This design comes from an exercise in tuning for small area, a short achievable clock period and few clock cycles per item on the open sky130 flow, not from production work. Function was not checked in any run shown here: the RTL went through the layout flow alone.

<file path="flow/config.mk">
export PLATFORM = sky130hd
export DESIGN_NAME = sort_32_u8
export DESIGN_NICKNAME = sort_32_u8
export VERILOG_FILES = /design/flow/design.v
export SDC_FILE = /design/flow/constraint.sdc
export NUM_CORES = 8
export LEC_CHECK = 0
export CAP_MARGIN = 20
export CORE_MARGIN = 2
export CORE_UTILIZATION = 45
export PLACE_DENSITY = 0.55
export SLEW_MARGIN = 20
</file>
<file path="flow/constraint.sdc">
create_clock -name core_clock -period 5.5 [get_ports {clk}]
set_input_delay 1.1000 -clock core_clock [delete_from_list [all_inputs] [get_ports {clk}]]
set_output_delay 1.1000 -clock core_clock [all_outputs]
set_load 0.01 [all_outputs]
</file>
<file path="flow/design.v">
module sort_32_u8(
    input clk,
    input rst_n,
    input vld_in,
    input [7:0] din_0,
    input [7:0] din_1,
    input [7:0] din_2,
    input [7:0] din_3,
    input [7:0] din_4,
    input [7:0] din_5,
    input [7:0] din_6,
    input [7:0] din_7,
    input [7:0] din_8,
    input [7:0] din_9,
    input [7:0] din_10,
    input [7:0] din_11,
    input [7:0] din_12,
    input [7:0] din_13,
    input [7:0] din_14,
    input [7:0] din_15,
    input [7:0] din_16,
    input [7:0] din_17,
    input [7:0] din_18,
    input [7:0] din_19,
    input [7:0] din_20,
    input [7:0] din_21,
    input [7:0] din_22,
    input [7:0] din_23,
    input [7:0] din_24,
    input [7:0] din_25,
    input [7:0] din_26,
    input [7:0] din_27,
    input [7:0] din_28,
    input [7:0] din_29,
    input [7:0] din_30,
    input [7:0] din_31,
    output vld_out,
    output [7:0] dout_0,
    output [7:0] dout_1,
    output [7:0] dout_2,
    output [7:0] dout_3,
    output [7:0] dout_4,
    output [7:0] dout_5,
    output [7:0] dout_6,
    output [7:0] dout_7,
    output [7:0] dout_8,
    output [7:0] dout_9,
    output [7:0] dout_10,
    output [7:0] dout_11,
    output [7:0] dout_12,
    output [7:0] dout_13,
    output [7:0] dout_14,
    output [7:0] dout_15,
    output [7:0] dout_16,
    output [7:0] dout_17,
    output [7:0] dout_18,
    output [7:0] dout_19,
    output [7:0] dout_20,
    output [7:0] dout_21,
    output [7:0] dout_22,
    output [7:0] dout_23,
    output [7:0] dout_24,
    output [7:0] dout_25,
    output [7:0] dout_26,
    output [7:0] dout_27,
    output [7:0] dout_28,
    output [7:0] dout_29,
    output [7:0] dout_30,
    output [7:0] dout_31
);
    function gt8(input [7:0] a, input [7:0] b);
        reg [7:0] g1, e1; reg [3:0] g2, e2; reg [1:0] g3, e3; integer i;
        begin
            g1 = a & ~b; e1 = ~(a ^ b);
            for (i = 0; i < 4; i = i + 1) begin
                g2[i] = g1[2*i+1] | (e1[2*i+1] & g1[2*i]);
                e2[i] = e1[2*i+1] & e1[2*i];
            end
            for (i = 0; i < 2; i = i + 1) begin
                g3[i] = g2[2*i+1] | (e2[2*i+1] & g2[2*i]);
                e3[i] = e2[2*i+1] & e2[2*i];
            end
            gt8 = g3[1] | (e3[1] & g3[0]);
        end
    endfunction
    reg [3:0] cnt;
    reg busy, vld_r;
    wire [3:0] cnt_nx = vld_in ? 4'd1 : cnt + 1'b1;
    wire busy_nx = vld_in | (busy & (cnt != 11));
    always @(posedge clk or negedge rst_n) begin
        if (!rst_n) begin
            cnt <= 0;
            busy <= 1'b0;
            vld_r <= 1'b0;
        end else begin
            if (vld_in | busy) cnt <= cnt_nx;
            busy <= busy_nx;
            vld_r <= busy_nx & (cnt_nx == 11);
        end
    end
    assign vld_out = vld_r;
    reg en0_r; reg [4:0] ds0_r;
    reg en0_t; reg [4:0] ds0_t;
    always @(*) begin
        en0_t = 1'b0; ds0_t = 5'd0;
        case (cnt_nx)
            4'd3: begin en0_t = 1'b1; ds0_t = 5'd4; end
            4'd5: begin en0_t = 1'b1; ds0_t = 5'd4; end
            4'd7: begin en0_t = 1'b1; ds0_t = 5'd4; end
            4'd8: begin en0_t = 1'b1; ds0_t = 5'd1; end
            4'd9: begin en0_t = 1'b1; ds0_t = 5'd0; end
            4'd10: begin en0_t = 1'b1; ds0_t = 5'd0; end
            default: ;
        endcase
    end
    always @(posedge clk) begin
        en0_r <= en0_t;
        ds0_r <= ds0_t;
    end
    wire en0 = en0_r;
    wire [4:0] ds0 = ds0_r;
    reg en1_r; reg [4:0] ds1_r;
    reg en1_t; reg [4:0] ds1_t;
    always @(*) begin
        en1_t = 1'b0; ds1_t = 5'd0;
        case (cnt_nx)
            4'd2: begin en1_t = 1'b1; ds1_t = 5'd2; end
            4'd4: begin en1_t = 1'b1; ds1_t = 5'd2; end
            4'd5: begin en1_t = 1'b1; ds1_t = 5'd4; end
            4'd6: begin en1_t = 1'b1; ds1_t = 5'd2; end
            4'd7: begin en1_t = 1'b1; ds1_t = 5'd4; end
            4'd8: begin en1_t = 1'b1; ds1_t = 5'd0; end
            4'd9: begin en1_t = 1'b1; ds1_t = 5'd0; end
            4'd10: begin en1_t = 1'b1; ds1_t = 5'd0; end
            default: ;
        endcase
    end
    always @(posedge clk) begin
        en1_r <= en1_t;
        ds1_r <= ds1_t;
    end
    wire en1 = vld_in ? 1'b1 : en1_r;
    wire [4:0] ds1 = vld_in ? 5'd2 : ds1_r;
    wire [7:0] din [0:31];
    assign din[0] = din_0;
    assign din[1] = din_1;
    assign din[2] = din_2;
    assign din[3] = din_3;
    assign din[4] = din_4;
    assign din[5] = din_5;
    assign din[6] = din_6;
    assign din[7] = din_7;
    assign din[8] = din_8;
    assign din[9] = din_9;
    assign din[10] = din_10;
    assign din[11] = din_11;
    assign din[12] = din_12;
    assign din[13] = din_13;
    assign din[14] = din_14;
    assign din[15] = din_15;
    assign din[16] = din_16;
    assign din[17] = din_17;
    assign din[18] = din_18;
    assign din[19] = din_19;
    assign din[20] = din_20;
    assign din[21] = din_21;
    assign din[22] = din_22;
    assign din[23] = din_23;
    assign din[24] = din_24;
    assign din[25] = din_25;
    assign din[26] = din_26;
    assign din[27] = din_27;
    assign din[28] = din_28;
    assign din[29] = din_29;
    assign din[30] = din_30;
    assign din[31] = din_31;
    wire [7:0] v0 [0:31];
    wire [7:0] v1 [0:31];
    wire [7:0] v2 [0:31];
    genvar i;
    generate for (i = 0; i < 32; i = i + 1) begin : g_in
        assign v0[i] = r[i];
    end endgenerate
    generate for (i = 0; i < 16; i = i + 1) begin : g_ce0
        localparam [4:0] X0 = ((i >> 1) << 2) | (i & 1);
        localparam [4:0] X1 = X0 + 2;
        wire [7:0] a = v0[X0];
        wire [7:0] b = v0[X1];
        wire desc = |(ds0 & X0);
        wire sw = en0 & (gt8(a, b) ^ desc);
        assign v1[X0] = vld_in ? din[X0] : (sw ? b : a);
        assign v1[X1] = vld_in ? din[X1] : (sw ? a : b);
    end endgenerate
    generate for (i = 0; i < 16; i = i + 1) begin : g_ce1
        localparam [4:0] X0 = ((i >> 0) << 1) | (i & 0);
        localparam [4:0] X1 = X0 + 1;
        wire [7:0] a = v1[X0];
        wire [7:0] b = v1[X1];
        wire desc = |(ds1 & X0);
        wire sw = en1 & (gt8(a, b) ^ desc);
        assign v2[X0] = sw ? b : a;
        assign v2[X1] = sw ? a : b;
    end endgenerate
    reg [7:0] r [0:31];
    always @(posedge clk) begin
        r[0] <= v2[0];
        r[1] <= v2[4];
        r[2] <= v2[8];
        r[3] <= v2[12];
        r[4] <= v2[2];
        r[5] <= v2[6];
        r[6] <= v2[10];
        r[7] <= v2[14];
        r[8] <= v2[16];
        r[9] <= v2[20];
        r[10] <= v2[24];
        r[11] <= v2[28];
        r[12] <= v2[18];
        r[13] <= v2[22];
        r[14] <= v2[26];
        r[15] <= v2[30];
        r[16] <= v2[1];
        r[17] <= v2[5];
        r[18] <= v2[9];
        r[19] <= v2[13];
        r[20] <= v2[3];
        r[21] <= v2[7];
        r[22] <= v2[11];
        r[23] <= v2[15];
        r[24] <= v2[17];
        r[25] <= v2[21];
        r[26] <= v2[25];
        r[27] <= v2[29];
        r[28] <= v2[19];
        r[29] <= v2[23];
        r[30] <= v2[27];
        r[31] <= v2[31];
    end
    assign dout_0 = r[0];
    assign dout_1 = r[16];
    assign dout_2 = r[4];
    assign dout_3 = r[20];
    assign dout_4 = r[8];
    assign dout_5 = r[24];
    assign dout_6 = r[12];
    assign dout_7 = r[28];
    assign dout_8 = r[1];
    assign dout_9 = r[17];
    assign dout_10 = r[5];
    assign dout_11 = r[21];
    assign dout_12 = r[9];
    assign dout_13 = r[25];
    assign dout_14 = r[13];
    assign dout_15 = r[29];
    assign dout_16 = r[2];
    assign dout_17 = r[18];
    assign dout_18 = r[6];
    assign dout_19 = r[22];
    assign dout_20 = r[10];
    assign dout_21 = r[26];
    assign dout_22 = r[14];
    assign dout_23 = r[30];
    assign dout_24 = r[3];
    assign dout_25 = r[19];
    assign dout_26 = r[7];
    assign dout_27 = r[23];
    assign dout_28 = r[11];
    assign dout_29 = r[27];
    assign dout_30 = r[15];
    assign dout_31 = r[31];
endmodule
</file>
<file path="flow/run.sh">
#!/bin/bash
# synth_recipe.tcl (not shown) runs the flow's synth.tcl, then flattens the netlist and writes it again
# the make line also repeats each setting of config.mk as NAME=value (left out here)
make -C /OpenROAD-flow-scripts/flow DESIGN_CONFIG=/design/flow/config.mk WORK_HOME=/design/flow/orfs CLKGATE_MAP_FILE= SYNTH_SCRIPT=/design/flow/synth_recipe.tcl finish
</file>
==> flow_metrics.py, run 1 <==
metrics = {
    "route": {
        "firstDrtPassIters": 6,
        "wl_per_cell_microns": 25.0,
        "routed_via_density": 5.76,
        "ant_nets": 0,
        "drc": 0,
        "wirelength_mm": 91.4,
        "dr.first_iter.drc_count": 1988,
        "via_count": 21066,
    },
    "die": {
        "core_area_sq_um": 45400,
        "die_y_microns": 218,
        "rows": 78,
        "dieArea_sq_um": 47700,
        "start_util": 0.456,
        "dieWidth_microns": 218,
        "pin_count": 516,
    },
    "setup_path": {
        "crit_top_cell": "inv_1",
        "worstPathRequired_ps": 5920,
        "end_kind": "register",
        "slowest_stage": "inv_1",
        "critPathKind": "reg -> reg",
        "reg2reg_to": "r[14][6]",
        "regToRegStartpoint": "en0_r",
        "reg2reg_depth": 16,
        "crit_chain": "inv_1 -> nor4_1 -> a31oi_1 -> nand3_1 -> mux2i_1 -> o21ai_0 -> inv_1 -> ha_1 -> nand3_1 -> nor2_1 -> inv_1 -> a2111oi_0 -> a211oi_2 -> nor2_1 -> buf_4 -> mux2_2",
        "r2r_setup_slack_ps": 290,
        "crit_arrival_ps": 5630,
        "crit_fanout": 14,
        "max_stage_delay_ps": 730,
        "worstSetupStartpointType": "register",
    },
    "clock_tree": {
        "cts_buffer_depth": 3,
        "cts-root-buf": "clkbuf_16",
        "clkSinkCount": 268,
        "cts_tree": "built",
        "cts_made_buffers": 34,
        "insertion_delay_ps": 560,
        "path_clk_slew_ps": 60,
        "cts_hold_buf": 0,
        "h-tree-depth": 2,
    },
    "placement": {
        "dp_cells": 3595,
        "port_buffers": 515,
        "place_hpwl_mm": 75.0,
        "place.gp.congestion": 1.01,
    },
    "status": {
        "status": "complete, no violations",
    },
    "yosys": {
        "ys_seq_area_frac": 0.261,
        "synth_area_sq_um": 20700,
        "netlist_instances": 2511,
        "synth.top_cell.area_share": 0.254,
        "ys_types": 82,
        "synth-seq-cells": 268,
        "synth_area_leaders": "dfxtp_1, ha_1, mux2i_1",
        "synth-edff-count": 0,
        "synth_area_leader_cell": "dfxtp_1",
        "synthArstFlopShare": 0.0224,
        "avgSynthCellArea_sq_um": 8.24,
        "yosys_warnings": 2,
        "ys.flop_type": "dfxtp_1",
    },
    "global_route": {
        "grt_usage": 0.369,
        "grt_pass1_vias": 20436,
        "grt_max_degree": 129,
        "antenna_found_initial": 4,
        "grt_pass1_wl_mm": 130,
        "overflow": 0,
    },
    "cells_and_area": {
        "area_growth_pct": 35.6,
        "layout.cells.non_filler": 3660,
        "final_common_cell": "clkdlybuf4s50_1",
        "num-fill-cells": 4027,
        "diodes": 0,
        "final_layout_size_suffix_gt1_frac": 0.119,
        "fin_nets": 3519,
        "layout_common_cells": "clkdlybuf4s50_1, nand2_1, dfxtp_1, o21ai_0, inv_1",
    },
    "timing": {
        "slew_headroom": 0.326,
        "hold_viol_final": 0,
        "fin_crit_ps": 5210,
        "max_freq_mhz": 192,
        "fin_worst_skew_ps": 20.5,
        "final_max_slew_viol_count": 0,
        "rsz0062_at_grt": "false",
        "setup_viol": 0,
        "finalSetupTns_ps": 0,
        "tightestPinTransition_ps": 1010,
        "fin_crit_sh": 0.948,
    },
    "min_path": {
        "worstHoldPathCells": 2,
        "hold_class": "reg -> reg",
        "min_to": "busy",
        "hold_start": "busy",
    },
    "job": {
        "max_cap_violations": 0,
    },
}
[timing repair]
action,in CTS,in global routing
setup buffers,0,4
endpoints found under the setup margin,0,29
hold endpoints to repair,0,0
resized for setup,0,4
[flip-flops by register name, indices dropped and copies added (netlist names)]
name	cells
ds1_r	2
busy	1
vld_r	1
ds0	2
cnt	4
en1_r	1
en0_r	1
r	256
[cell type report]
cell class / count / area [sq um] / share of cell area
clock buffers: 48 / 1060 / 0.0377
clock inverters: 13 / 151 / 0.00540
inverters: 251 / 942 / 0.0336
multi-input cells: 1873 / 13800 / 0.494
flip-flops and latches: 268 / 5400 / 0.192
well taps: 600 / 751 / 0.0268
repair buffers: 607 / 5900 / 0.210
[stage by stage]
stage	utilization	area, sq um	hold WS [ps]	setup WS [ps]
after floorplan	-	20700	551	85.0
after global placement	0.590	26800	587	342
after detailed placement	0.590	26800	599	130
after CTS	0.617	28000	626	104
after global routing	0.618	28000	657	46.7
final	0.618	28000	623	287
[cell families (layout without fill, tap and decap cells)]
kind of cell	count (synthesis)	in the layout	share of synthesized area
AOI/OAI and AO/OA	580	580	0.166
adders and majority gates	225	225	0.136
xor gates and xnor gates	10	10	0.00424
muxes	435	435	0.224
and+or+nand+nor	623	623	0.138
buffers and inverters	370	919	0.0706
DFF	268	268	0.261
[layer usage]
metal	wire, microns	GRT usage	vias up	part of all wire
met3	7430	0.0615	200	0.081
met4	4010	0.155	6	0.044
met1	38600	0.485	9937	0.42
met5	44	0	-	0.00048
li1	-	-	9926	-
met2	41300	0.598	997	0.45
[cells in the mapped netlist (25+ instances only)]
cell type / count
o21ai_0: 262
ha_1: 225
a21o_1: 37
dfxtp_1: 262
mux2_1: 25
mux2i_1: 230
mux2_2: 176
a21oi_1: 160
nand3_1: 34
nand4_1: 33
inv_1: 249
nor2_1: 171
nand2_1: 265
clkbuf_1: 86
[how the worst max path moves through the flow]
stage	start	to	slack, ps	cells past startpoint
2_1_floorplan	vld_in	r[22][0]	80	21
3_3_place_gp	r[11][6]	r[22][5]	340	19
3_5_place_dp	r[11][7]	r[22][5]	130	19
4_1_cts	r[11][6]	r[6][0]	100	19
5_1_grt	r[19][7]	r[24][0]	50	17
6_report	en0_r	r[14][6]	290	16
[critical path: cells and delay by family, from the launching register on]
family,cells,cell delay (ps)
buffers and inverters,4,1150
AO/OA/AOI/OAI,4,1650
AND/OR/NAND/NOR,5,1020
adder cells (fa/ha/maj),1,300
flip-flops,1,360
multiplexers,2,630
==> inputs of run 2 (changes only) <==
--- a/flow/design.v
+++ b/flow/design.v
@@ -68,21 +68,6 @@
     output [7:0] dout_30,
     output [7:0] dout_31
 );
-    function gt8(input [7:0] a, input [7:0] b);
-        reg [7:0] g1, e1; reg [3:0] g2, e2; reg [1:0] g3, e3; integer i;
-        begin
-            g1 = a & ~b; e1 = ~(a ^ b);
-            for (i = 0; i < 4; i = i + 1) begin
-                g2[i] = g1[2*i+1] | (e1[2*i+1] & g1[2*i]);
-                e2[i] = e1[2*i+1] & e1[2*i];
-            end
-            for (i = 0; i < 2; i = i + 1) begin
-                g3[i] = g2[2*i+1] | (e2[2*i+1] & g2[2*i]);
-                e3[i] = e2[2*i+1] & e2[2*i];
-            end
-            gt8 = g3[1] | (e3[1] & g3[0]);
-        end
-    endfunction
     reg [3:0] cnt;
     reg busy, vld_r;
     wire [3:0] cnt_nx = vld_in ? 4'd1 : cnt + 1'b1;
@@ -99,47 +84,51 @@
         end
     end
     assign vld_out = vld_r;
-    reg en0_r; reg [4:0] ds0_r;
-    reg en0_t; reg [4:0] ds0_t;
+    reg en0_r, fl0_r; reg [4:0] ds0_r;
+    reg en0_t, fl0_t; reg [4:0] ds0_t;
     always @(*) begin
-        en0_t = 1'b0; ds0_t = 5'd0;
+        en0_t = 1'b0; fl0_t = 1'b0; ds0_t = 5'd0;
         case (cnt_nx)
-            4'd3: begin en0_t = 1'b1; ds0_t = 5'd4; end
-            4'd5: begin en0_t = 1'b1; ds0_t = 5'd4; end
-            4'd7: begin en0_t = 1'b1; ds0_t = 5'd4; end
-            4'd8: begin en0_t = 1'b1; ds0_t = 5'd1; end
-            4'd9: begin en0_t = 1'b1; ds0_t = 5'd0; end
-            4'd10: begin en0_t = 1'b1; ds0_t = 5'd0; end
+            4'd3: begin en0_t = 1'b1; fl0_t = 1'b0; ds0_t = 5'd4; end
+            4'd5: begin en0_t = 1'b1; fl0_t = 1'b0; ds0_t = 5'd4; end
+            4'd7: begin en0_t = 1'b1; fl0_t = 1'b0; ds0_t = 5'd4; end
+            4'd8: begin en0_t = 1'b1; fl0_t = 1'b0; ds0_t = 5'd1; end
+            4'd9: begin en0_t = 1'b1; fl0_t = 1'b0; ds0_t = 5'd0; end
+            4'd10: begin en0_t = 1'b1; fl0_t = 1'b0; ds0_t = 5'd0; end
             default: ;
         endcase
     end
     always @(posedge clk) begin
         en0_r <= en0_t;
+        fl0_r <= fl0_t;
         ds0_r <= ds0_t;
     end
     wire en0 = en0_r;
+    wire fl0 = fl0_r;
     wire [4:0] ds0 = ds0_r;
-    reg en1_r; reg [4:0] ds1_r;
-    reg en1_t; reg [4:0] ds1_t;
+    reg en1_r, fl1_r; reg [4:0] ds1_r;
+    reg en1_t, fl1_t; reg [4:0] ds1_t;
     always @(*) begin
-        en1_t = 1'b0; ds1_t = 5'd0;
+        en1_t = 1'b0; fl1_t = 1'b0; ds1_t = 5'd0;
         case (cnt_nx)
-            4'd2: begin en1_t = 1'b1; ds1_t = 5'd2; end
-            4'd4: begin en1_t = 1'b1; ds1_t = 5'd2; end
-            4'd5: begin en1_t = 1'b1; ds1_t = 5'd4; end
-            4'd6: begin en1_t = 1'b1; ds1_t = 5'd2; end
-            4'd7: begin en1_t = 1'b1; ds1_t = 5'd4; end
-            4'd8: begin en1_t = 1'b1; ds1_t = 5'd0; end
-            4'd9: begin en1_t = 1'b1; ds1_t = 5'd0; end
-            4'd10: begin en1_t = 1'b1; ds1_t = 5'd0; end
+            4'd2: begin en1_t = 1'b1; fl1_t = 1'b1; ds1_t = 5'd2; end
+            4'd4: begin en1_t = 1'b1; fl1_t = 1'b1; ds1_t = 5'd2; end
+            4'd5: begin en1_t = 1'b1; fl1_t = 1'b1; ds1_t = 5'd4; end
+            4'd6: begin en1_t = 1'b1; fl1_t = 1'b1; ds1_t = 5'd2; end
+            4'd7: begin en1_t = 1'b1; fl1_t = 1'b1; ds1_t = 5'd4; end
+            4'd8: begin en1_t = 1'b1; fl1_t = 1'b1; ds1_t = 5'd0; end
+            4'd9: begin en1_t = 1'b1; fl1_t = 1'b1; ds1_t = 5'd0; end
+            4'd10: begin en1_t = 1'b1; fl1_t = 1'b1; ds1_t = 5'd0; end
             default: ;
         endcase
     end
     always @(posedge clk) begin
         en1_r <= en1_t;
+        fl1_r <= fl1_t;
         ds1_r <= ds1_t;
     end
     wire en1 = vld_in ? 1'b1 : en1_r;
+    wire fl1 = vld_in ? 1'b1 : fl1_r;
     wire [4:0] ds1 = vld_in ? 5'd2 : ds1_r;
     wire [7:0] din [0:31];
     assign din[0] = din_0;
@@ -177,6 +166,7 @@
     wire [7:0] v0 [0:31];
     wire [7:0] v1 [0:31];
     wire [7:0] v2 [0:31];
+    reg [7:0] r [0:31];
     genvar i;
     generate for (i = 0; i < 32; i = i + 1) begin : g_in
         assign v0[i] = r[i];
@@ -184,24 +174,25 @@
     generate for (i = 0; i < 16; i = i + 1) begin : g_ce0
         localparam [4:0] X0 = ((i >> 1) << 2) | (i & 1);
         localparam [4:0] X1 = X0 + 2;
-        wire [7:0] a = v0[X0];
-        wire [7:0] b = v0[X1];
-        wire desc = |(ds0 & X0);
-        wire sw = en0 & (gt8(a, b) ^ desc);
-        assign v1[X0] = vld_in ? din[X0] : (sw ? b : a);
-        assign v1[X1] = vld_in ? din[X1] : (sw ? a : b);
+        wire desc = fl0 ^ (|(ds0 & X0));
+        wire s1, s0;
+        ce_ctl3 u_c (.a(v0[X0]), .b(v0[X1]), .en(en0), .desc(desc), .ld(vld_in), .s1(s1), .s0(s0));
+        genvar j;
+        for (j = 0; j < 8; j = j + 1) begin : g_b
+            ce_sel3 u_s (.a(v0[X0][j]), .b(v0[X1][j]), .d0(din[X0][j]), .d1(din[X1][j]), .ld(vld_in), .s1(s1), .s0(s0), .y0(v1[X0][j]), .y1(v1[X1][j]));
+        end
     end endgenerate
     generate for (i = 0; i < 16; i = i + 1) begin : g_ce1
         localparam [4:0] X0 = ((i >> 0) << 1) | (i & 0);
         localparam [4:0] X1 = X0 + 1;
-        wire [7:0] a = v1[X0];
-        wire [7:0] b = v1[X1];
-        wire desc = |(ds1 & X0);
-        wire sw = en1 & (gt8(a, b) ^ desc);
-        assign v2[X0] = sw ? b : a;
-        assign v2[X1] = sw ? a : b;
+        wire desc = fl1 ^ (|(ds1 & X0));
+        wire s1, s0;
+        ce_ctl2 u_c (.a(v1[X0]), .b(v1[X1]), .en(en1), .desc(desc), .s1(s1), .s0(s0));
+        genvar j;
+        for (j = 0; j < 8; j = j + 1) begin : g_b
+            ce_sel2 u_s (.a(v1[X0][j]), .b(v1[X1][j]), .s1(s1), .s0(s0), .y0(v2[X0][j]), .y1(v2[X1][j]));
+        end
     end endgenerate
-    reg [7:0] r [0:31];
     always @(posedge clk) begin
         r[0] <= v2[0];
         r[1] <= v2[4];
@@ -269,3 +260,46 @@
     assign dout_30 = r[15];
     assign dout_31 = r[31];
 endmodule
+module ce_ctl2(input [7:0] a, input [7:0] b, input en, input desc, output s1, output s0);
+    reg [7:0] g1, e1; reg [3:0] g2, e2; reg [1:0] g3, e3; reg gt; integer i;
+    always @(*) begin
+        g1 = a & ~b; e1 = ~(a ^ b);
+        for (i = 0; i < 4; i = i + 1) begin
+            g2[i] = g1[2*i+1] | (e1[2*i+1] & g1[2*i]);
+            e2[i] = e1[2*i+1] & e1[2*i];
+        end
+        for (i = 0; i < 2; i = i + 1) begin
+            g3[i] = g2[2*i+1] | (e2[2*i+1] & g2[2*i]);
+            e3[i] = e2[2*i+1] & e2[2*i];
+        end
+        gt = g3[1] | (e3[1] & g3[0]);
+    end
+    assign s1 = en & (gt ^ desc);
+    assign s0 = ~s1;
+endmodule
+module ce_ctl3(input [7:0] a, input [7:0] b, input en, input desc, input ld, output s1, output s0);
+    reg [7:0] g1, e1; reg [3:0] g2, e2; reg [1:0] g3, e3; reg gt; integer i;
+    always @(*) begin
+        g1 = a & ~b; e1 = ~(a ^ b);
+        for (i = 0; i < 4; i = i + 1) begin
+            g2[i] = g1[2*i+1] | (e1[2*i+1] & g1[2*i]);
+            e2[i] = e1[2*i+1] & e1[2*i];
+        end
+        for (i = 0; i < 2; i = i + 1) begin
+            g3[i] = g2[2*i+1] | (e2[2*i+1] & g2[2*i]);
+            e3[i] = e2[2*i+1] & e2[2*i];
+        end
+        gt = g3[1] | (e3[1] & g3[0]);
+    end
+    wire sw = en & (gt ^ desc);
+    assign s1 = ~ld & sw;
+    assign s0 = ~ld & ~sw;
+endmodule
+module ce_sel2(input a, input b, input s1, input s0, output y0, output y1);
+    assign y0 = ~((s1 & b) | (s0 & a));
+    assign y1 = ~((s1 & a) | (s0 & b));
+endmodule
+module ce_sel3(input a, input b, input d0, input d1, input ld, input s1, input s0, output y0, output y1);
+    assign y0 = ~((ld & d0) | (s1 & b) | (s0 & a));
+    assign y1 = ~((ld & d1) | (s1 & a) | (s0 & b));
+endmodule
--- a/flow/config.mk
+++ b/flow/config.mk
@@ -7,6 +7,8 @@
 export LEC_CHECK = 0
 export CAP_MARGIN = 20
 export CORE_MARGIN = 2
-export CORE_UTILIZATION = 45
-export PLACE_DENSITY = 0.55
+export CORE_UTILIZATION = 40
+export PLACE_DENSITY = 0.5
 export SLEW_MARGIN = 20
+export SYNTH_HIERARCHICAL = 1
+export SYNTH_MINIMUM_KEEP_SIZE = 0
==> flow_metrics.py, run 2 <==
metrics = {
    "status": {
        "status": "complete, no violations",
    },
    "placement": {
        "port_buffers": 515,
        "place.gp.congestion": 0.963,
        "place_hpwl_mm": 70.9,
        "dp_cells": 3147,
    },
    "clock_tree": {
        "cts_hold_buf": 0,
        "insertion_delay_ps": 590,
        "clkSinkCount": 268,
        "h-tree-depth": 1,
        "path_clk_slew_ps": 70,
        "cts-root-buf": "clkbuf_16",
        "post_cts_buffers": 0,
        "cts_tree": "built",
        "cts_buffer_depth": 3,
        "cts_made_buffers": 29,
    },
    "timing": {
        "setup_viol": 0,
        "rsz0062_at_grt": "false",
        "fin_crit_sh": 0.946,
        "tightestPinTransition_ps": 1100,
        "hold_viol_final": 0,
        "final_max_slew_viol_count": 0,
        "fin_crit_ps": 5200,
        "max_freq_mhz": 192,
        "timing.hold.ws_ps": 638,
        "fin_worst_skew_ps": 32.9,
        "slew_headroom": 0.266,
        "finalSetupTns_ps": 0,
    },
    "setup_path": {
        "crit_buf_inv": 3,
        "r2r_setup_slack_ps": 300,
        "worstPathRequired_ps": 5880,
        "slowest_stage": "a211oi_2",
        "crit_family": "compound AO/OA/AOI/OAI gates",
        "end_kind": "register",
        "reg2reg_to": "r[25][0]",
        "regToRegStartpoint": "r[23][1]",
        "crit_start": "r[23][1]",
        "crit_chain": "inv_1 -> ha_1 -> or3_4 -> o221a_1 -> or3b_1 -> a211oi_2 -> a222oi_1 -> buf_4 -> inv_1 -> ha_1 -> a211oi_2 -> o21ai_0 -> mux2i_1 -> or2_1 -> a22oi_1",
        "crit_fanout": 16,
        "max_stage_delay_ps": 840,
        "critPathKind": "reg -> reg",
        "reg2reg_depth": 15,
        "worstSetupStartpointType": "register",
        "crit_arrival_ps": 5580,
    },
    "job": {
        "max_cap_violations": 0,
    },
    "die": {
        "rows": 79,
        "dieWidth_microns": 220,
        "start_util": 0.403,
        "dieArea_sq_um": 48400,
        "die_y_microns": 220,
        "pin_count": 516,
        "core_area_sq_um": 46300,
    },
    "global_route": {
        "antenna_found_initial": 5,
        "grt_pass1_vias": 19687,
        "overflow": 0,
        "grt_pass1_wl_mm": 126,
        "grt_usage": 0.347,
        "grt_max_degree": 82,
    },
    "yosys": {
        "ys_types": 51,
        "ys_seq_area_frac": 0.289,
        "synth_most_common_cell": "dfxtp_1",
        "avgSynthCellArea_sq_um": 9.69,
        "ys.flop_type": "dfxtp_1",
        "netlist_instances": 1925,
        "synth.top_cell.area_share": 0.281,
        "synth_area_leaders": "dfxtp_1, ha_1, a222oi_1",
        "synth_area_leader_cell": "dfxtp_1",
        "synth-edff-count": 0,
        "synth_area_sq_um": 18700,
        "synthArstFlopShare": 0.0224,
        "synth_common_cells": "dfxtp_1, inv_1, a222oi_1, a22oi_1, ha_1",
        "synth-seq-cells": 268,
        "yosys_warnings": 13,
    },
    "cells_and_area": {
        "top_register": "r",
        "largest_registers": "r x256, cnt x4",
        "final_layout_size_suffix_gt1_frac": 0.0882,
        "final_common_cell": "clkdlybuf4s50_1",
        "largest_register_ffs": 256,
        "layout_common_cells": "clkdlybuf4s50_1, dfxtp_1, inv_1, a222oi_1, a22oi_1",
        "layout.cells.non_filler": 3205,
        "area_growth_pct": 41.1,
        "fin_nets": 3056,
    },
    "route": {
        "wirelength_mm": 88.3,
        "drc": 0,
        "wl_per_cell_microns": 27.6,
        "via_count": 21084,
        "routed_via_density": 6.58,
        "dr.first_iter.drc_count": 3468,
        "ant_nets": 0,
        "firstDrtPassIters": 14,
    },
    "min_path": {
        "hold_start": "busy",
        "min_to": "cnt[0]",
        "worstHoldPathCells": 2,
        "hold_class": "reg -> reg",
    },
}
run 2: layout make-up:
cell class | instances | area, sq um
Clock inverter | 18 | 205
Inverter | 257 | 965
Clock buffer | 36 | 792
Sequential cell | 268 | 5400
Tap cell | 607 | 759
Antenna cell | 3 | 7.51
Timing Repair Buffer | 597 | 5800
Multi-Input combinational cell | 1419 | 12400
Fill cell | 4136 | 19900
run 2: worst max path at each step:
stage	to	slack, ps	depth (start not counted)
after floorplan	r[17][0]	1200	13
after global placement	r[11][4]	40	12
after detailed placement	r[11][0]	130	12
after CTS	r[25][7]	350	15
after global routing	r[29][2]	10	13
final	r[25][0]	300	15
run 2: what timing repair did:
action | in CTS | in global routing
endpoints found under the hold margin | 0 | 0
setup endpoints to repair | 0 | 37
resized for setup | 0 | 5
run 2: through the flow:
step	worst slack (ps)	area [sq um]	util
after floorplan	1200	18700	-
after global placement	44.7	25300	0.546
after detailed placement	132	25300	0.546
after CTS	353	26300	0.568
after global routing	10.3	26300	0.569
final	299	26300	0.569
run 2: tightest hold or removal path, stage by stage, from the launching register on:
cell,delay [ps]
dfrtp_1,450
xnor2_1,90
nand2b_1,70
run 2: modules after synthesis (local to each module, per instance):
module	flops+latches	area, sq um	times used	cells inside
sort_32_u8	268	5790	1	325
ce_sel3	0	20.0	128	2
ce_ctl2	0	250	16	33
ce_ctl3	0	274	16	35
ce_sel2	0	15.0	128	2
run 2: cell families after synthesis:
kind of cell               synth area share
DFF                                   0.289
other                              0.000201
muxes                                0.0263
xor gates and xnor gates            0.00376
and+or+nand+nor                       0.128
buffers and inverters                0.0532
AOI/OAI and AO/OA                     0.349
adders and majority gates             0.151
run 2: per-layer routing:
layer,part of all wire,vias up,track usage
li1,-,9410,-
met1,0.40,10149,0.450
met2,0.46,1315,0.574
met3,0.095,204,0.0520
met4,0.043,6,0.140
met5,0.00038,-,0
==> inputs of run 3 (changes only) <==
--- a/flow/config.mk
+++ b/flow/config.mk
@@ -5,10 +5,12 @@
 export SDC_FILE = /design/flow/constraint.sdc
 export NUM_CORES = 8
 export LEC_CHECK = 0
+export ABC_CLOCK_PERIOD_IN_PS = 3000
 export CAP_MARGIN = 20
 export CORE_MARGIN = 2
 export CORE_UTILIZATION = 40
 export PLACE_DENSITY = 0.5
+export SETUP_SLACK_MARGIN = 2.5
 export SLEW_MARGIN = 20
 export SYNTH_HIERARCHICAL = 1
 export SYNTH_MINIMUM_KEEP_SIZE = 0
==> flow_metrics.py, run 3 <==
metrics = {
    "status": {
        "status": "complete, no violations",
    },
    "die": {
        "start_util": 0.403,
        "die_y_microns": 220,
        "pin_count": 516,
        "dieWidth_microns": 220,
        "core_area_sq_um": 46300,
        "rows": 79,
        "dieArea_sq_um": 48400,
    },
    "yosys": {
        "synth_common_cells": "dfxtp_1, inv_1, a222oi_1, a22oi_1, ha_1",
        "synth_area_leader_cell": "dfxtp_1",
        "ys.flop_type": "dfxtp_1",
        "synth-seq-cells": 268,
        "synthArstFlopShare": 0.0224,
        "synth-edff-count": 0,
        "synth_most_common_cell": "dfxtp_1",
        "avgSynthCellArea_sq_um": 9.69,
        "synth_area_sq_um": 18700,
        "yosys_warnings": 13,
        "synth_area_leaders": "dfxtp_1, ha_1, a222oi_1",
        "ys_seq_area_frac": 0.289,
        "ys_types": 51,
        "netlist_instances": 1925,
        "synth.top_cell.area_share": 0.281,
    },
    "setup_path": {
        "reg2reg_to": "r[1][0]",
        "critPathKind": "reg -> reg",
        "worstSetupStartpointType": "register",
        "end_kind": "register",
        "regToRegStartpoint": "ds0[2]",
        "crit_arrival_ps": 4560,
        "worstPathRequired_ps": 5950,
        "crit_fanout": 26,
        "reg2reg_depth": 13,
        "r2r_setup_slack_ps": 1390,
    },
    "route": {
        "routed_via_density": 6.75,
        "wirelength_mm": 114,
        "via_count": 25930,
        "ant_nets": 0,
        "dr.first_iter.drc_count": 4999,
        "wl_per_cell_microns": 29.6,
        "drc": 0,
        "firstDrtPassIters": 14,
    },
    "cells_and_area": {
        "utilization": 0.802,
        "layout.cells.non_filler": 3843,
        "top_register": "r",
        "largest_register_ffs": 256,
        "largest_registers": "r x256, cnt x4",
        "area_growth_pct": 98.8,
        "final_common_cell": "buf_4",
        "layout_common_cells": "buf_4, clkdlybuf4s50_1, a222oi_1, a22oi_2, inv_1",
        "final_layout_size_suffix_gt1_frac": 0.519,
        "fin_nets": 3689,
    },
    "clock_tree": {
        "cts_made_buffers": 31,
        "cts-root-buf": "clkbuf_16",
        "cts_buffer_depth": 3,
        "clkSinkCount": 268,
        "h-tree-depth": 1,
        "cts_tree": "built",
        "path_clk_slew_ps": 60,
        "insertion_delay_ps": 620,
    },
    "global_route": {
        "grt_max_degree": 51,
        "antenna_found_initial": 16,
        "grt_pass1_vias": 24969,
        "overflow": 0,
        "grt_pass1_wl_mm": 155,
        "grt_usage": 0.425,
    },
    "timing": {
        "finalSetupTns_ps": 0,
        "tightestPinTransition_ps": 1090,
        "max_freq_mhz": 243,
        "rsz0062_at_grt": "true",
        "final_max_slew_viol_count": 0,
        "fin_crit_ps": 4110,
        "final.setup.worst_slack_ps": 1390,
        "slew_headroom": 0.276,
        "hold_viol_final": 0,
        "fin_crit_sh": 0.748,
        "fin_worst_skew_ps": 27.1,
        "setup_viol": 0,
    },
    "placement": {
        "dp_slack_ps": 503,
        "dp_cells": 3092,
        "place_hpwl_mm": 71.3,
        "place.gp.congestion": 0.984,
        "port_buffers": 515,
    },
    "min_path": {
        "hold_class": "reg -> reg",
        "worstHoldPathCells": 2,
        "hold_start": "busy",
        "min_to": "cnt[0]",
    },
    "job": {
        "max_cap_violations": 0,
    },
}
-- run 3: timing repair --
item / 4_1_cts / 5_1_grt
pin swaps: 450 / 282
gates resized for setup: 744 / 268
endpoints found under the setup margin: 256 / 256
setup buffers: 519 / 112
gates cloned: 52 / 4
hold buffers: 0 / 0
-- run 3: worst max path at each step --
stage / cells past startpoint / to / from / slack (ps)
after floorplan: 13 / r[15][1] / r[30][2] / 1790
after global placement: 12 / r[19][1] / vld_in / 580
after detailed placement: 12 / r[19][1] / vld_in / 500
after CTS: 16 / r[1][0] / r[7][2] / 1560
after global routing: 15 / r[1][0] / r[7][1] / 1300
final: 13 / r[1][0] / ds0[2] / 1390
-- run 3: final cells by class --
cell class / count / area, sq um
Tap cell: 607 / 759
Fill cell: 2780 / 9160
Multi-Input combinational cell: 1456 / 17400
Sequential cell: 268 / 5840
Clock inverter: 15 / 149
Clock buffer: 42 / 890
Antenna cell: 7 / 17.5
Inverter: 257 / 976
Timing Repair Buffer: 1191 / 11100
-- run 3: kinds of logic (layout without fill, tap and decap cells) --
logic type	after synthesis	in the layout	share of synthesized area
compound gates	762	781	0.349
simple gates	351	369	0.128
flops	268	268	0.289
buf+inv	261	1505	0.0532
fa+ha+maj	225	225	0.151
mux	49	49	0.0263
xor+xnor	8	8	0.00376
other cells	1	31	0.000201
-- run 3: Yosys stat by module, one instance, submodules excluded --
module | flops+latches | copies in the design
ce_ctl2 | 0 | 16
ce_sel2 | 0 | 128
ce_ctl3 | 0 | 16
sort_32_u8 | 268 | 1
ce_sel3 | 0 | 128
-- run 3: routing by layer --
layer,routed length (microns),share of wire,vias to the layer above,track usage
li1,-,-,10738,-
met1,40900,0.36,12596,0.520
met2,50900,0.45,2045,0.685
met3,13900,0.12,539,0.115
met4,7850,0.069,12,0.216
met5,77,0.00068,-,0
-- run 3: critical path: stages, from the launching register on --
cell	delay [ps]
dfxtp_1	330
buf_12	160
or2_4	350
or3_4	420
mux2i_4	180
a211oi_4	110
a222oi_1	720
inv_1	200
ha_4	330
nand4_1	110
or3b_4	420
mux2i_4	230
or2_4	250
a22oi_2	120
-- run 3: stage by stage --
stage | hold WS [ps] | instance area (sq um)
global route | 670 | 37100
finish | 619 | 37100
floorplan | 559 | 19500
CTS | 621 | 34700
global placement | 595 | 25700
detailed placement | 607 | 25700
==> inputs of run 4 (changes only) <==
--- a/flow/design.v
+++ b/flow/design.v
@@ -175,22 +175,36 @@
         localparam [4:0] X0 = ((i >> 1) << 2) | (i & 1);
         localparam [4:0] X1 = X0 + 2;
         wire desc = fl0 ^ (|(ds0 & X0));
-        wire s1, s0;
-        ce_ctl3 u_c (.a(v0[X0]), .b(v0[X1]), .en(en0), .desc(desc), .ld(vld_in), .s1(s1), .s0(s0));
+        wire pa = en0 & ~desc;    
+        wire pb = en0 & desc;     
+        wire ca1 = ~(pa & ~vld_in), cb1 = ~(pb & ~vld_in);
+        wire ca0 = vld_in | pa, cb0 = vld_in | pb;
+        wire ngt, s1, s0;
+        cmp8 u_c (.a(v0[X0]), .b(v0[X1]), .ngt(ngt));
+        cell_mux2i u_m1 (.s(ngt), .a0(ca1), .a1(cb1), .y(s1));
+        cell_mux2i u_m0 (.s(ngt), .a0(ca0), .a1(cb0), .y(s0));
         genvar j;
         for (j = 0; j < 8; j = j + 1) begin : g_b
-            ce_sel3 u_s (.a(v0[X0][j]), .b(v0[X1][j]), .d0(din[X0][j]), .d1(din[X1][j]), .ld(vld_in), .s1(s1), .s0(s0), .y0(v1[X0][j]), .y1(v1[X1][j]));
+            cell_a222oi u_y0 (.a1(vld_in), .a2(din[X0][j]), .b1(s1), .b2(v0[X1][j]), .c1(s0), .c2(v0[X0][j]), .y(v1[X0][j]));
+            cell_a222oi u_y1 (.a1(vld_in), .a2(din[X1][j]), .b1(s1), .b2(v0[X0][j]), .c1(s0), .c2(v0[X1][j]), .y(v1[X1][j]));
         end
     end endgenerate
     generate for (i = 0; i < 16; i = i + 1) begin : g_ce1
         localparam [4:0] X0 = ((i >> 0) << 1) | (i & 0);
         localparam [4:0] X1 = X0 + 1;
         wire desc = fl1 ^ (|(ds1 & X0));
-        wire s1, s0;
-        ce_ctl2 u_c (.a(v1[X0]), .b(v1[X1]), .en(en1), .desc(desc), .s1(s1), .s0(s0));
+        wire pa = en1 & ~desc;    
+        wire pb = en1 & desc;     
+        wire ca1 = ~pa, cb1 = ~pb;
+        wire ca0 = pa, cb0 = pb;
+        wire ngt, s1, s0;
+        cmp8 u_c (.a(v1[X0]), .b(v1[X1]), .ngt(ngt));
+        cell_mux2i u_m1 (.s(ngt), .a0(ca1), .a1(cb1), .y(s1));
+        cell_mux2i u_m0 (.s(ngt), .a0(ca0), .a1(cb0), .y(s0));
         genvar j;
         for (j = 0; j < 8; j = j + 1) begin : g_b
-            ce_sel2 u_s (.a(v1[X0][j]), .b(v1[X1][j]), .s1(s1), .s0(s0), .y0(v2[X0][j]), .y1(v2[X1][j]));
+            cell_a22oi u_y0 (.a1(s1), .a2(v1[X1][j]), .b1(s0), .b2(v1[X0][j]), .y(v2[X0][j]));
+            cell_a22oi u_y1 (.a1(s1), .a2(v1[X0][j]), .b1(s0), .b2(v1[X1][j]), .y(v2[X1][j]));
         end
     end endgenerate
     always @(posedge clk) begin
@@ -260,46 +274,29 @@
     assign dout_30 = r[15];
     assign dout_31 = r[31];
 endmodule
-module ce_ctl2(input [7:0] a, input [7:0] b, input en, input desc, output s1, output s0);
-    reg [7:0] g1, e1; reg [3:0] g2, e2; reg [1:0] g3, e3; reg gt; integer i;
-    always @(*) begin
-        g1 = a & ~b; e1 = ~(a ^ b);
-        for (i = 0; i < 4; i = i + 1) begin
-            g2[i] = g1[2*i+1] | (e1[2*i+1] & g1[2*i]);
-            e2[i] = e1[2*i+1] & e1[2*i];
-        end
-        for (i = 0; i < 2; i = i + 1) begin
-            g3[i] = g2[2*i+1] | (e2[2*i+1] & g2[2*i]);
-            e3[i] = e2[2*i+1] & e2[2*i];
-        end
-        gt = g3[1] | (e3[1] & g3[0]);
-    end
-    assign s1 = en & (gt ^ desc);
-    assign s0 = ~s1;
-endmodule
-module ce_ctl3(input [7:0] a, input [7:0] b, input en, input desc, input ld, output s1, output s0);
-    reg [7:0] g1, e1; reg [3:0] g2, e2; reg [1:0] g3, e3; reg gt; integer i;
-    always @(*) begin
-        g1 = a & ~b; e1 = ~(a ^ b);
-        for (i = 0; i < 4; i = i + 1) begin
-            g2[i] = g1[2*i+1] | (e1[2*i+1] & g1[2*i]);
-            e2[i] = e1[2*i+1] & e1[2*i];
-        end
-        for (i = 0; i < 2; i = i + 1) begin
-            g3[i] = g2[2*i+1] | (e2[2*i+1] & g2[2*i]);
-            e3[i] = e2[2*i+1] & e2[2*i];
-        end
-        gt = g3[1] | (e3[1] & g3[0]);
-    end
-    wire sw = en & (gt ^ desc);
-    assign s1 = ~ld & sw;
-    assign s0 = ~ld & ~sw;
-endmodule
-module ce_sel2(input a, input b, input s1, input s0, output y0, output y1);
-    assign y0 = ~((s1 & b) | (s0 & a));
-    assign y1 = ~((s1 & a) | (s0 & b));
-endmodule
-module ce_sel3(input a, input b, input d0, input d1, input ld, input s1, input s0, output y0, output y1);
-    assign y0 = ~((ld & d0) | (s1 & b) | (s0 & a));
-    assign y1 = ~((ld & d1) | (s1 & a) | (s0 & b));
+module cmp8(input [7:0] a, input [7:0] b, output ngt);
+    wire [7:0] g, nl;
+    wire [3:0] ng1, l1;
+    wire [1:0] g2, nl2;
+    genvar i;
+    generate for (i = 0; i < 8; i = i + 1) begin : g_b
+        cell_nor2b u_g (.a(b[i]), .bn(a[i]), .y(g[i]));
+        cell_nand2b u_l (.an(a[i]), .b(b[i]), .y(nl[i]));
+    end endgenerate
+    generate for (i = 0; i < 4; i = i + 1) begin : g_1
+        cell_a21oi u_g (.a1(nl[2*i+1]), .a2(g[2*i]), .b1(g[2*i+1]), .y(ng1[i]));
+        cell_o21ai u_l (.a1(g[2*i+1]), .a2(nl[2*i]), .b1(nl[2*i+1]), .y(l1[i]));
+    end endgenerate
+    generate for (i = 0; i < 2; i = i + 1) begin : g_2
+        cell_o21ai u_g (.a1(l1[2*i+1]), .a2(ng1[2*i]), .b1(ng1[2*i+1]), .y(g2[i]));
+        cell_a21oi u_l (.a1(ng1[2*i+1]), .a2(l1[2*i]), .b1(l1[2*i+1]), .y(nl2[i]));
+    end endgenerate
+    cell_a21oi u_3 (.a1(nl2[1]), .a2(g2[0]), .b1(g2[1]), .y(ngt));
 endmodule
+module cell_nor2b(input a, input bn, output y); assign y = ~a & bn; endmodule
+module cell_nand2b(input an, input b, output y); assign y = ~(~an & b); endmodule
+module cell_a21oi(input a1, input a2, input b1, output y); assign y = ~((a1 & a2) | b1); endmodule
+module cell_o21ai(input a1, input a2, input b1, output y); assign y = ~((a1 | a2) & b1); endmodule
+module cell_mux2i(input s, input a0, input a1, output y); assign y = ~(s ? a1 : a0); endmodule
+module cell_a22oi(input a1, input a2, input b1, input b2, output y); assign y = ~((a1 & a2) | (b1 & b2)); endmodule
+module cell_a222oi(input a1, input a2, input b1, input b2, input c1, input c2, output y); assign y = ~((a1 & a2) | (b1 & b2) | (c1 & c2)); endmodule
==> flow/config.mk (replaced) <==
export PLATFORM = sky130hd
export DESIGN_NAME = sort_32_u8
export DESIGN_NICKNAME = sort_32_u8
export VERILOG_FILES = /design/flow/design.v
export SDC_FILE = /design/flow/constraint.sdc
export NUM_CORES = 8
export LEC_CHECK = 0
export CAP_MARGIN = 20
export CORE_MARGIN = 2
export CORE_UTILIZATION = 30
export PLACE_DENSITY = 0.45
export SLEW_MARGIN = 20
export SYNTH_HIERARCHICAL = 1
export SYNTH_MINIMUM_KEEP_SIZE = 0
==> flow_metrics.py, run 4 <==
metrics = {
    "cells_and_area": {
        "fin_area_sq_um": 29000,
        "layout_common_cells": "clkdlybuf4s50_1, dfxtp_1, a222oi_1, nor2b_4, a22oi_2",
        "fin_nets": 2784,
        "top_register": "r",
        "final_common_cell": "clkdlybuf4s50_1",
        "area_growth_pct": 46.5,
        "layout.cells.non_filler": 3424,
        "largest_register_ffs": 256,
        "num-fill-cells": 6174,
        "final_layout_size_suffix_gt1_frac": 0.397,
        "largest_registers": "r x256, cnt x4",
    },
    "timing": {
        "setup_viol": 0,
        "final_max_slew_viol_count": 0,
        "hold_viol_final": 0,
        "fin_crit_sh": 0.832,
        "finalSetupTns_ps": 0,
        "slew_headroom": 0.214,
        "rsz0062_at_grt": "false",
        "fin_worst_skew_ps": 24.2,
        "tightestPinTransition_ps": 1180,
        "fin_crit_ps": 4580,
        "timing.hold.ws_ps": 624,
        "max_freq_mhz": 218,
    },
    "setup_path": {
        "r2r_setup_slack_ps": 920,
        "worstPathRequired_ps": 5870,
        "crit_fanout": 16,
        "crit_arrival_ps": 4940,
        "end_kind": "register",
        "reg2reg_depth": 14,
        "regToRegStartpoint": "r[25][6]",
        "critPathKind": "reg -> reg",
        "reg2reg_to": "r[14][1]",
        "max_stage_delay_ps": 950,
        "worstSetupStartpointType": "register",
        "crit_chain": "nand2b_1 -> o21ai_1 -> o21ai_1 -> a21oi_2 -> mux2i_1 -> buf_4 -> a222oi_1 -> nand2b_1 -> a21oi_2 -> o21ai_1 -> a21oi_2 -> mux2i_2 -> buf_4 -> a22oi_2",
        "slowest_stage": "a222oi_1",
    },
    "placement": {
        "port_buffers": 515,
        "place_hpwl_mm": 80.8,
        "dp_cells": 3346,
        "place.gp.congestion": 0.891,
        "placed_area_sq_um": 27700,
    },
    "yosys": {
        "synth_most_common_cell": "dfxtp_1",
        "ys.flop_type": "dfxtp_1",
        "synth_area_sq_um": 19800,
        "netlist_instances": 1770,
        "ys_types": 46,
        "synth_area_leader_cell": "dfxtp_1",
        "ys_seq_area_frac": 0.273,
        "synthArstFlopShare": 0.0224,
        "synth_area_leaders": "dfxtp_1, nor2b_4, a22oi_2",
        "yosys_warnings": 11,
        "synth-seq-cells": 268,
        "synth_common_cells": "dfxtp_1, a222oi_1, a22oi_2, nor2b_4, nand2b_1",
        "synth-edff-count": 0,
        "avgSynthCellArea_sq_um": 11.2,
        "synth.top_cell.area_share": 0.265,
    },
    "clock_tree": {
        "path_clk_slew_ps": 60,
        "cts_tree": "built",
        "cts-root-buf": "clkbuf_16",
        "insertion_delay_ps": 560,
        "cts_made_buffers": 36,
        "clkSinkCount": 268,
        "post_cts_buffers": 0,
        "cts_resized": 0,
        "cts_buffer_depth": 3,
        "h-tree-depth": 2,
        "cts_hold_buf": 0,
    },
    "route": {
        "via_count": 19723,
        "wl_per_cell_microns": 29.3,
        "ant_nets": 0,
        "dr.first_iter.drc_count": 3097,
        "routed_via_density": 5.76,
        "drc": 0,
        "wirelength_mm": 100,
        "firstDrtPassIters": 9,
    },
    "global_route": {
        "grt_max_degree": 91,
        "antenna_found_initial": 12,
        "grt_pass1_wl_mm": 140,
        "overflow": 0,
        "grt_usage": 0.281,
        "grt_pass1_vias": 19332,
    },
    "die": {
        "dieWidth_microns": 261,
        "dieArea_sq_um": 68000,
        "start_util": 0.302,
        "core_area_sq_um": 65500,
        "rows": 94,
        "die_y_microns": 261,
        "pin_count": 516,
    },
    "min_path": {
        "min_to": "cnt[0]",
        "worstHoldPathCells": 2,
        "hold_start": "busy",
        "hold_class": "reg -> reg",
    },
    "status": {
        "status": "complete, no violations",
    },
    "job": {
        "max_cap_violations": 0,
    },
}
run 4: changes by cell type after synthesis, sizes merged, moves of 32 or more:
| cell | change |
|---|---|
| a211oi | -80 |
| o21ai | +99 |
| nand4 | -32 |
| nand2b | +221 |
| or3 | -32 |
| or3b | -32 |
| ha | -224 |
| inv | -240 |
| a21oi | +194 |
| nor2b | +258 |
| nor2 | -50 |
| and3b | -32 |
| nor3 | -32 |
run 4: Yosys stat by module (local to each module, per instance), excerpt:
module | flops+latches | copies in the design
cell_mux2i | 0 | 64
cell_nor2b | 0 | 256
cell_nand2b | 0 | 224
cell_a222oi | 0 | 256
cell_a22oi | 0 | 256
cell_a21oi | 0 | 192
sort_32_u8 | 268 | 1
cell_o21ai | 0 | 160
run 4: per-stage QoR:
step	worst slack, ps	utilization
finish	923	0.443
global route	793	0.443
global placement	438	0.423
CTS	912	0.442
floorplan	591	-
detailed placement	597	0.423
run 4: cells by family (layout without fill, tap and decap cells):
logic type / count (synthesis) / after routing / share of synthesized area
and+or+nand+nor: 513 / 513 / 0.258
adders and majority gates: 1 / 1 / 0.000632
other: 2 / 20 / 0.000379
DFF: 268 / 268 / 0.273
muxes: 65 / 65 / 0.0329
xor gates and xnor gates: 4 / 4 / 0.00177
buffers and inverters: 24 / 796 / 0.00575
AOI/OAI and AO/OA: 893 / 893 / 0.428
run 4: cell type report:
type / instances / area, sq um / area share
clock inverter: 26 / 255 / 0.00880
inverter: 17 / 63.8 / 0.00220
clock buffer: 40 / 957 / 0.0330
tap: 864 / 1080 / 0.0373
multi-input combinational: 1488 / 14500 / 0.500
antenna: 8 / 20.0 / 0.000690
timing repair buffer: 713 / 6720 / 0.232
sequential: 268 / 5400 / 0.186
run 4: critical path: cells and delay by family (launching register included):
family | cells | cell delay, ps
buf+inv | 2 | 580
simple gates | 2 | 410
mux | 2 | 550
flops | 1 | 420
compound gates | 8 | 2400
run 4: worst max-delay path by stage:
stage                     startpoint       end  slack (ps)
after floorplan               vld_in  r[13][0]         590
final                       r[25][6]  r[14][1]         920
after global placement        vld_in  r[10][7]         440
after CTS                   r[25][6]  r[14][1]         910
after detailed placement      vld_in   r[1][3]         600
after global routing         r[3][3]  r[20][5]         790
run 4: per-layer routing:
metal / up-vias / global-route usage / share of wire / wire length [microns]
li1: 8879 / - / - / -
met3: 97 / 0.0415 / 0.062 / 6230
met2: 872 / 0.478 / 0.49 / 48900
met4: 4 / 0.0644 / 0.019 / 1950
met1: 9871 / 0.374 / 0.43 / 43000
met5: - / 0 / 0.00030 / 30
==> inputs of run 5 (changes only) <==
==> flow/flow/run.sh (new file) <==
#!/bin/bash
# Own layout flow: the standard ORFS flow (standard.sh) with two changes:
#  - ABC maps each module for a light output load (ABC_LOAD_IN_FF), so the
#    small cell modules of the design keep their smallest drive strength;
#    timing repair later upsizes what the clock period needs.
#  - the port buffers are sky130_fd_sc_hd__buf_1 instead of the cell that
#    buffer_ports picks by default. Every input and output port still gets
#    its own buffer.
# make's full output goes to standard_flow.log; ORFS keeps each step's log
# under orfs/logs/.
set -euo pipefail
cd "$(dirname "$0")/.."
bash standard.sh ABC_LOAD_IN_FF=0.5 'BUFFER_PORTS_ARGS=-buffer_cell sky130_fd_sc_hd__buf_1' finish > standard_flow.log 2>&1 || { tail -50 standard_flow.log; exit 1; }
tail -5 standard_flow.log
==> flow/standard.sh (new file) <==
#!/bin/bash
# synth_recipe.tcl (not shown) runs the flow's synth.tcl, then flattens the netlist and writes it again
# the make line also repeats each setting of config.mk as NAME=value (left out here)
make -C /OpenROAD-flow-scripts/flow DESIGN_CONFIG=/design/flow/config.mk WORK_HOME=/design/flow/orfs CLKGATE_MAP_FILE= SYNTH_SCRIPT=/design/flow/synth_recipe.tcl "${@:-finish}"
--- a/flow/config.mk
+++ b/flow/config.mk
@@ -9,6 +9,7 @@
 export CORE_MARGIN = 2
 export CORE_UTILIZATION = 30
 export PLACE_DENSITY = 0.45
+export SETUP_SLACK_MARGIN = 2.0
 export SLEW_MARGIN = 20
 export SYNTH_HIERARCHICAL = 1
 export SYNTH_MINIMUM_KEEP_SIZE = 0
removed: flow/run.sh
==> flow_metrics.py, run 5 <==
metrics = {
    "status": {
        "status": "complete, no violations",
    },
    "route": {
        "firstDrtPassIters": 12,
        "routed_via_density": 6.14,
        "ant_nets": 0,
        "wl_per_cell_microns": 28.0,
        "met1Wirelength_mm": 40.7,
        "routed-wl-met3_mm": 8.96,
        "via_count": 22220,
        "wl_met2_mm": 47.5,
        "drc": 0,
        "dr.first_iter.drc_count": 3511,
        "dr.max_layer_used": "met5",
        "wirelength_mm": 101,
    },
    "die": {
        "core_area_sq_um": 52400,
        "start_util": 0.302,
        "dieWidth_microns": 234,
        "dieArea_sq_um": 54700,
        "pin_count": 516,
        "die_y_microns": 234,
        "rows": 84,
    },
    "cells_and_area": {
        "largest_registers": "r x256, cnt x4",
        "utilization": 0.529,
        "layout_common_cells": "buf_1, buf_4, a222oi_1, a22oi_1, nand2b_1",
        "num-fill-cells": 4992,
        "final_layout_size_suffix_gt1_frac": 0.396,
        "final_common_cell": "buf_1",
        "largest_register_ffs": 256,
        "fin_area_sq_um": 27700,
        "area_growth_pct": 74.9,
        "top_register": "r",
        "fin_nets": 3158,
    },
    "setup_path": {
        "crit_arrival_ps": 3950,
        "reg2reg_depth": 15,
        "end_kind": "register",
        "worstSetupStartpointType": "primary input",
        "critPathKind": "in -> reg",
        "worstPathRequired_ps": 5920,
        "crit_fanout": 8,
    },
    "timing": {
        "tightestPinTransition_ps": 853,
        "setup_viol": 0,
        "finalSetupTns_ps": 0,
        "hold_viol_final": 0,
        "final_max_slew_viol_count": 0,
        "fin_crit_ps": 3530,
        "slew_headroom": 0.430,
        "fin_crit_sh": 0.642,
        "rsz0062_at_grt": "true",
        "final.setup.worst_slack_ps": 1970,
        "timing.hold.ws_ps": 443,
        "fin_worst_skew_ps": 23.1,
        "max_freq_mhz": 283,
    },
    "placement": {
        "place_hpwl_mm": 71.7,
        "place.gp.congestion": 0.973,
        "placed_area_sq_um": 19900,
        "port_buffers": 515,
        "dp_slack_ps": 616,
    },
    "yosys": {
        "synth-edff-count": 0,
        "synth-seq-cells": 268,
        "avgSynthCellArea_sq_um": 8.96,
        "netlist_instances": 1770,
        "synth.top_cell.area_share": 0.331,
        "ys_seq_area_frac": 0.340,
        "ys_types": 45,
        "synth_most_common_cell": "dfxtp_1",
        "synth_common_cells": "dfxtp_1, nor2b_1, a222oi_1, a22oi_1, nand2b_1",
        "synth_area_leader_cell": "dfxtp_1",
        "synthArstFlopShare": 0.0224,
        "synth_area_sq_um": 15900,
        "synth_area_leaders": "dfxtp_1, a222oi_1, a22oi_1",
        "yosys_warnings": 11,
        "ys.flop_type": "dfxtp_1",
    },
    "job": {
        "max_cap_violations": 0,
    },
    "global_route": {
        "grt_usage": 0.335,
        "overflow": 0,
        "grt_max_degree": 83,
        "grt_pass1_wl_mm": 134,
        "antenna_found_initial": 14,
        "grt_pass1_vias": 19717,
    },
    "clock_tree": {
        "h-tree-depth": 2,
        "cts-root-buf": "clkbuf_16",
        "cts_buffer_depth": 3,
        "path_clk_slew_ps": 70,
        "cts_made_buffers": 35,
        "insertion_delay_ps": 550,
        "cts_tree": "built",
        "clkSinkCount": 268,
    },
    "min_path": {
        "hold_class": "in -> async",
    },
}
-- run 5: cell count changes in the layout (fill, tap and decap cells not counted), moves of 65 or more --
cell / before / now
buf_4: 187 / 483
buf_1: 0 / 514
mux2i_4: 4 / 69
clkdlybuf4s50_1: 514 / 0
nor2b_1: 4 / 203
a22oi_1: 0 / 216
dfxtp_2: 0 / 123
dfxtp_1: 262 / 92
a21oi_2: 192 / 86
a22oi_2: 256 / 40
a21oi_1: 4 / 92
nor2b_4: 256 / 15
-- run 5: critical path: stages --
cell and delay (ps):
clkbuf_16 150, nor2b_4 180, buf_6 140, clkinvlp_4 80, buf_8 150, mux2i_4 280
buf_12 170, a222oi_1 80, buf_4 190, nand2b_1 170, o21ai_2 200, o21ai_2 90
a21oi_4 240, mux2i_4 400, buf_12 180, a22oi_2 110
-- run 5: logic make-up after synthesis --
group           share of synthesized area
mux                                0.0410
other cells                      0.000474
buf+inv                           0.00702
xor+xnor                          0.00221
simple gates                        0.201
fa+ha+maj                        0.000789
compound gates                      0.407
flops                               0.340
-- run 5: area by class of cell --
cell class	count	area, sq um	area share
Clock inverter	16	246	0.00889
Antenna cell	10	25.0	0.000903
Multi-Input combinational cell	1502	12800	0.463
Timing Repair Buffer	1074	6980	0.252
Inverter	17	67.6	0.00244
Clock buffer	45	986	0.0356
Tap cell	688	861	0.0310
Sequential cell	268	5730	0.207
-- run 5: per-module statistics from Yosys (local to each module, per instance), excerpt --
| module | flops+latches | copies in the design | cell area, sq um | cells inside |
|---|---|---|---|---|
| cell_a21oi | 0 | 192 | 5.00 | 1 |
| cell_a222oi | 0 | 256 | 10.0 | 1 |
| cell_a22oi | 0 | 256 | 7.51 | 1 |
| cell_mux2i | 0 | 64 | 10.0 | 1 |
| cell_nand2b | 0 | 224 | 6.26 | 1 |
| cell_nor2b | 0 | 256 | 6.26 | 1 |
| cell_o21ai | 0 | 160 | 5.00 | 1 |
| sort_32_u8 | 268 | 1 | 5970 | 362 |
-- run 5: per-layer routing --
metal / vias up / track usage
li1: 9660 / -
met1: 11040 / 0.440
met2: 1288 / 0.547
met3: 222 / 0.0545
met4: 10 / 0.135
met5: - / 0
-- run 5: final timing paths --
path / startpoint / to / slack, ps
worst max-delay path: vld_in / r[30][0] / 1970
worst min-delay path: rst_n / vld_r / 440
worst max register to register: en0_r / r[30][0] / 2000
worst min register to register: busy / cnt[0] / 600
max in group asynchronous: rst_n / busy / 4770
min in group core_clock: busy / cnt[0] / 600
-- run 5: per-stage QoR --
stage	instances
2_1_floorplan	1780
3_3_place_gp	3029
3_5_place_dp	3029
4_1_cts	3471
5_1_grt	3615
6_report	3620
-- run 5: repair_timing --
item | in CTS | in global routing
setup buffers | 369 | 127
pin swaps | 185 | 147
setup endpoints to repair | 256 | 256
gates resized for setup | 93 | 468
cloned | 12 | 12
hold buffers | 0 | 0

==> separate check: timing with driven ports <==
How much do the figures lean on ideal ports? The routed layouts below were timed once more, with nothing changed but the port constraints.
Step 1, drivers: a clkbuf_16 drives clk and a buf_2 each remaining input, both assumed.
Step 2 adds t to the input delays and takes it off the output delays; t is the mean of the earliest and latest rising clock arrival at the registers after step 1. Input paths then give back, and output paths get back, about the clock's delay inside the block.
Slacks: ideal ports / drivers / drivers and shift; pairs: ideal ports / drivers.
| run | t (ns) | setup WS [ns] | worst slew at a driven data input, ns |
|---|---|---|---|
| run 1 | 0.610 | 0.287 / 0.287 / 0.287 | 0.09 |
| run 2 | 0.631 | 0.299 / 0.299 / -0.129 | 0.10 |
| run 3 | 0.667 | 1.387 / 1.387 / 0.851 | 0.18 |
| run 4 | 0.611 | 0.923 / 0.923 / 0.492 | 0.10 |
| run 5 | 0.603 | 1.968 / 1.894 / 1.291 | 0.18 |
Met with ideal ports but missed after step 2: setup timing in run 2. For run 5, which loses most, drivers alone change the setup slack by -0.074 ns; drivers and shift together by -0.677 ns.
